This is an optimization exercise on Yosys and OpenROAD, whose aim is small area and a short achievable clock period, not a production implementation. At most, simulation tests tie the RTL to the original design; equivalence was not proved.

==> willow: inputs <==
Design Viterbi_Decoder, start of the top module:
module Viterbi_Decoder(
    input [1:0] encoded_signal,
    input clk,
    input reset,
    output wire decoded_signal
);
Settings: LEC_CHECK=0, CAP_MARGIN=20, CORE_MARGIN=2, CORE_UTILIZATION=40, SLEW_MARGIN=20; clock period 10.0 ns.
run.sh (not shown) runs the stock make flow with config.mk's settings and CLKGATE_MAP_FILE= SYNTH_SCRIPT=/design/flow/synth_recipe.tcl, a recipe that flattens the netlist after the stock synthesis.
==> inputs of xenon, as changes to willow <==
==> flow/design.v (replaced) <==
module Viterbi_Decoder(
    input [1:0] encoded_signal,
    input clk,
    input reset,
    output wire decoded_signal
);
  reg  [11:0] pm;
  reg  [3:0]  dr;
  reg  [1:0]  qr;
  reg  [3:0]  cnt;
  reg  [3:0]  b1;
  reg  [47:0] re;       
  wire [11:0] pmn;
  wire [3:0]  dn;
  wire [1:0]  qn;
  alogic L (.z(pm), .s(encoded_signal), .zn(pmn), .d(dn), .q(qn));
  function [3:0] sel(input [3:0] d, input [3:0] c);
    sel = {d[3] ? c[3] : c[2], d[2] ? c[1] : c[0], d[1] ? c[3] : c[2], d[0] ? c[1] : c[0]};
  endfunction
  always @(posedge clk) begin
    if (reset) begin
      pm  <= {3'd7, 3'd7, 3'd7, 3'd0};
      cnt <= 4'd0;
    end else begin
      pm  <= pmn;
      if (cnt != 4'd15) cnt <= cnt + 4'd1;
    end
    dr <= dn;
    qr <= qn;
    b1 <= dr;
    re <= {sel(dr, re[43:40]), sel(dr, re[39:36]), sel(dr, re[35:32]), sel(dr, re[31:28]),
           sel(dr, re[27:24]), sel(dr, re[23:20]), sel(dr, re[19:16]), sel(dr, re[15:12]),
           sel(dr, re[11:8]),  sel(dr, re[7:4]),   sel(dr, re[3:0]),   sel(dr, b1)};
  end
  wire [3:0] last = re[47:44];
  assign decoded_signal = (cnt == 4'd15) & last[qr];
endmodule
module alogic(input [11:0] z, input [1:0] s, output [11:0] zn, output [3:0] d, output [1:0] q);
  wire [2:0] p0=z[2:0], p1=z[5:3], p2=z[8:6], p3=z[11:9];
  wire c0=s[0], c1=s[1];
  wire [1:0] b00 = {c0&c1, c0^c1};
  wire [1:0] b11 = {~c0&~c1, c0^c1};
  wire [1:0] b10 = {~c0&c1, ~(c0^c1)};
  wire [1:0] b01 = {c0&~c1, ~(c0^c1)};
  function [2:0] sadd(input [2:0] p, input [1:0] b);
    reg [3:0] t; begin t = p + b; sadd = t[3] ? 3'd7 : t[2:0]; end
  endfunction
  wire [2:0] s00=sadd(p0,b00), s01=sadd(p1,b11);  
  wire [2:0] s20=sadd(p0,b11), s21=sadd(p1,b00);  
  wire [2:0] s10=sadd(p2,b10), s11=sadd(p3,b01);  
  wire [2:0] s30=sadd(p2,b01), s31=sadd(p3,b10);  
  assign d[0] = s00 > s01; assign d[2] = s20 > s21; assign d[1] = s10 > s11; assign d[3] = s30 > s31;
  wire [2:0] n0 = d[0]?s01:s00, n1 = d[1]?s11:s10, n2 = d[2]?s21:s20, n3 = d[3]?s31:s30;
  wire l01 = n0<=n1, l23 = n2<=n3;
  wire [2:0] m01 = l01?n0:n1, m23 = l23?n2:n3;
  wire lo = m01<=m23;
  wire [2:0] m = lo?m01:m23;
  wire [1:0] amin = lo ? {1'b0, ~l01} : {1'b1, ~l23};
  assign zn = {n3-m, n2-m, n1-m, n0-m};
  assign q = {amin[0], d[amin]};
endmodule
==> inputs of cedar, as changes to willow <==
--- a/flow/design.v
+++ b/flow/design.v
@@ -1,23 +1,19 @@
 module Viterbi_Decoder(
     input [1:0] encoded_signal,
     input clk,
     input reset,
     output wire decoded_signal
 );
-  reg        t;
+  reg        t, tp;
   reg [2:0]  e, f;
   reg [3:0]  dr;        
-  reg [3:0]  b1;        
-  reg [43:0] re;        
+  reg [35:0] re;        
   reg [3:0]  cnt;       
   reg        dec;
-  function [3:0] sel(input [3:0] d, input [3:0] c);
-    sel = {d[3] ? c[3] : c[2], d[2] ? c[1] : c[0], d[1] ? c[3] : c[2], d[0] ? c[1] : c[0]};
-  endfunction
   wire [12:0] X;
   assign X[0] = (t & f[2]) | (~t & ~e[2] & ~f[2]) | (t & e[2]) | (~t & ~e[2] & f[0]) | (~e[1] & ~e[0] & ~f[2]);
   assign X[1] = (f[2] & ~f[1]) | (~e[2] & f[2] & ~f[0]) | (~t & f[2] & ~f[0]) | (t & ~e[2] & e[0] & f[2]);
   assign X[2] = (t & e[2]) | (~t & ~e[2] & e[0] & ~f[2]) | (~t & ~e[2] & e[1]) | (t & f[2] & ~f[0]);
   assign X[3] = (f[2] & ~f[1]) | (~e[2] & f[2] & ~f[0]) | (t & f[2] & ~f[0]) | (~t & ~e[2] & e[0] & f[2]);
   assign X[4] = (t & f[2]) | (~t & ~f[2] & f[0]) | (~t & ~f[2] & f[1]);
   assign X[5] = (~e[2] & ~e[1]) | (e[2] & e[1] & e[0]) | (t & e[2]) | (~t & ~e[2]);
@@ -38,46 +34,59 @@
   assign Y[6] = (t & f[2] & ~f[1]) | (~t & ~f[2] & f[1] & f[0]);
   assign Y[7] = (~t & ~e[2]) | (~e[0] & ~f[0]) | (t & e[2] & e[0] & f[0]) | (~e[2] & ~f[0]) | (~f[2] & f[1]) | (~t & ~e[0]) | (f[2] & ~f[1]);
   assign Y[8] = (~t & ~e[1]) | (~t & ~e[2]) | (~t & f[2] & ~f[1]) | (~e[1] & ~f[1] & ~f[0]) | (~e[2] & f[2] & f[0]) | (t & e[1] & e[0] & f[1]);
   assign Y[9] = (~t & ~e[2]) | (~e[2] & f[2]) | (f[2] & ~f[1]) | (~e[2] & ~f[1] & ~f[0]) | (t & e[1] & e[0] & f[2]);
   assign Y[10] = (t & ~e[2]) | (~e[0] & ~f[0]) | (~t & e[2] & e[0] & f[0]) | (~e[2] & ~f[0]) | (t & ~e[0]) | (~f[2] & f[1]) | (f[2] & ~f[1]);
   assign Y[11] = (t & ~e[2]) | (~e[1] & ~f[1] & ~f[0]) | (~e[2] & f[2] & f[0]) | (~t & e[1] & e[0] & f[1]) | (t & ~e[1]) | (t & f[2] & ~f[1]);
   assign Y[12] = (t & ~e[2]) | (~e[2] & f[2]) | (f[2] & ~f[1]) | (~e[2] & ~f[1] & ~f[0]) | (~t & e[1] & e[0] & f[2]);
-  wire [3:0]  s13 = sel(dr, re[43:40]);
+  wire g10 = ~dr[1] & tp;
+  wire g11 = dr[1] & ~tp;
+  wire g12 = ~(g10 | g11);
+  wire g20 = t ? (~dr[3] & tp) : ~dr[2];
+  wire g21 = t ? (dr[3] & ~tp) : dr[2];
+  wire g22 = ~(g20 | g21);
+  wire [32:0] ren;
+  genvar k;
+  generate
+    for (k = 0; k < 11; k = k + 1) begin : st
+      wire [2:0] s = re[3*k +: 3];
+      assign ren[3*k]     = ~(dr[0] ? s[1] : s[0]);
+      assign ren[3*k + 1] = ~((g10 & s[0]) | (g11 & s[1]) | (g12 & s[2]));
+      assign ren[3*k + 2] = ~((g20 & s[0]) | (g21 & s[1]) | (g22 & s[2]));
+    end
+  endgenerate
+  wire [2:0] s12 = ~re[35:33];
+  wire c2o = tp ? s12[0] : s12[2];    
+  wire c3o = tp ? s12[2] : s12[1];    
+  wire [3:0] s13 = {dr[3] ? c3o : c2o, dr[2] ? s12[1] : s12[0],
+                    dr[1] ? c3o : c2o, dr[0] ? s12[1] : s12[0]};
   wire o00 = s13[X[3:2]];
   wire o11 = s13[X[1:0]];
   wire o10 = s13[Y[3:2]];
   wire o01 = s13[Y[1:0]];
   wire c0 = encoded_signal[0];
   wire c1 = encoded_signal[1];
-  reg [2:0] en, fn;
-  reg [3:0] dn;
-  reg       on;
-  always @* begin
-    case ({c1, c0})
-      2'b00: begin en = X[12:10]; fn = X[9:7];   dn = {X[4], X[5], X[4], X[6]}; on = o00; end
-      2'b11: begin en = X[9:7];   fn = X[12:10]; dn = {X[4], X[6], X[4], X[5]}; on = o11; end
-      2'b01: begin en = Y[12:10]; fn = Y[9:7];   dn = {Y[5], Y[4], Y[6], Y[4]}; on = o10; end
-      default: begin en = Y[9:7]; fn = Y[12:10]; dn = {Y[6], Y[4], Y[5], Y[4]}; on = o01; end
-    endcase
-  end
+  wire [2:0] en = c1 ? (c0 ? X[9:7]   : Y[9:7])   : (c0 ? Y[12:10] : X[12:10]);
+  wire [2:0] fn = c1 ? (c0 ? X[12:10] : Y[12:10]) : (c0 ? Y[9:7]   : X[9:7]);
+  wire [3:0] dn = c1 ? (c0 ? {X[4], X[6], X[4], X[5]} : {Y[6], Y[4], Y[5], Y[4]})
+                     : (c0 ? {Y[5], Y[4], Y[6], Y[4]} : {X[4], X[5], X[4], X[6]});
+  wire       on = c1 ? (c0 ? o11 : o01) : (c0 ? o10 : o00);
+  wire [2:0] s1n = {t ? dr[3] : dr[2], dr[1], dr[0]};
   always @(posedge clk) begin
     if (reset) begin
       t   <= 1'b0;
       e   <= 3'b101;    
-      f   <= 3'b000;
+      f   <= 3'b000;    
       cnt <= 4'd0;
     end else begin
       t   <= c0 ^ c1;
       e   <= en;
       f   <= fn;
       if (cnt != 4'd15) cnt <= cnt + 4'd1;
     end
+    tp  <= t;
     dr  <= dn;
-    b1  <= dr;
-    re  <= {sel(dr, re[39:36]), sel(dr, re[35:32]), sel(dr, re[31:28]), sel(dr, re[27:24]),
-            sel(dr, re[23:20]), sel(dr, re[19:16]), sel(dr, re[15:12]), sel(dr, re[11:8]),
-            sel(dr, re[7:4]),   sel(dr, re[3:0]),   sel(dr, b1)};
+    re  <= {ren, s1n};
     dec <= ~reset & (cnt[3:1] == 3'b111) & on;
   end
   assign decoded_signal = dec;
 endmodule
==> flow/flow/run.sh (new file) <==
#!/bin/bash
# The standard layout (the standard.sh, unchanged synthesis), with two
# optimisation knobs: port buffers of a normal buffer cell instead of the
# delay cell buffer_ports picks by default, and a setup margin so that the
# resizer's repair works towards a shorter period than the 10 ns constraint.
# The constraints (constraint.sdc) are not changed.
set -euo pipefail
bash standard.sh \
  "BUFFER_PORTS_ARGS=-buffer_cell sky130_fd_sc_hd__buf_2" \
  SETUP_SLACK_MARGIN=${MARGIN:-8.0} \
  finish > make_finish.log 2>&1
==> flow/standard.sh (new file) <==
#!/bin/bash
# synth_recipe.tcl (not shown) runs the flow's synth.tcl, then flattens the netlist and writes it again
# the make line also repeats each setting of config.mk as NAME=value (left out here)
make -C /OpenROAD-flow-scripts/flow DESIGN_CONFIG=/design/flow/config.mk WORK_HOME=/design/flow/orfs CLKGATE_MAP_FILE= SYNTH_SCRIPT=/design/flow/synth_recipe.tcl "${@:-finish}"
removed: flow/run.sh
==> summary of the runs <==
Against xenon, the hold slack of willow is worse by 7.2 ps. Setup slack, lowest first: xenon, willow, cedar. Design area: cedar < willow < xenon. xenon finished clean. cedar went through all stages and came out clean. willow passed the timing, DRC and antenna checks. Between xenon and cedar, the lower global-route usage is in xenon (gap 2.1 points). Against xenon, the die area of willow is lower by about 28%. Final cell count, highest first: xenon, willow, cedar. Maximum frequency, lowest first: xenon, willow, cedar.
Function not checked in cedar: the RTL went through the layout flow alone.

[port drivers added, routing unchanged]
The results above use ideal ports. As a check the final layouts listed here were re-extracted and re-timed, cells and wires unchanged.
Step 1 sets driving cells, clkbuf_16 on the clock port and buf_2 on the other inputs (assumed; they add their load-dependent delay and slew).
Step 2 adds t to the input delays and takes it off the output delays; t is the mean of the earliest and latest rising clock arrival at the registers after step 1. Input paths then give back, and output paths get back, about the clock's delay inside the block.
Three values: ideal ports, drivers, drivers and shift; two values: the first two.
run	t (ns)	setup WS [ns]	slew at the worst register clock pin (ns)	worst slew at a driven data input, ns	pins driven straight from the clock port
willow	0.351	6.023 / 6.030 / 5.678	0.07 / 0.07	0.03	1
xenon	0.373	0.851 / 0.857 / 0.484	0.08 / 0.08	0.03	1
cedar	0.330	7.061 / 7.002 / 6.672	0.10 / 0.10	0.19	1
After both steps setup and hold are still met in every run listed. For cedar, which loses most, drivers alone change the setup slack by -0.059 ns; drivers and shift together by -0.389 ns.
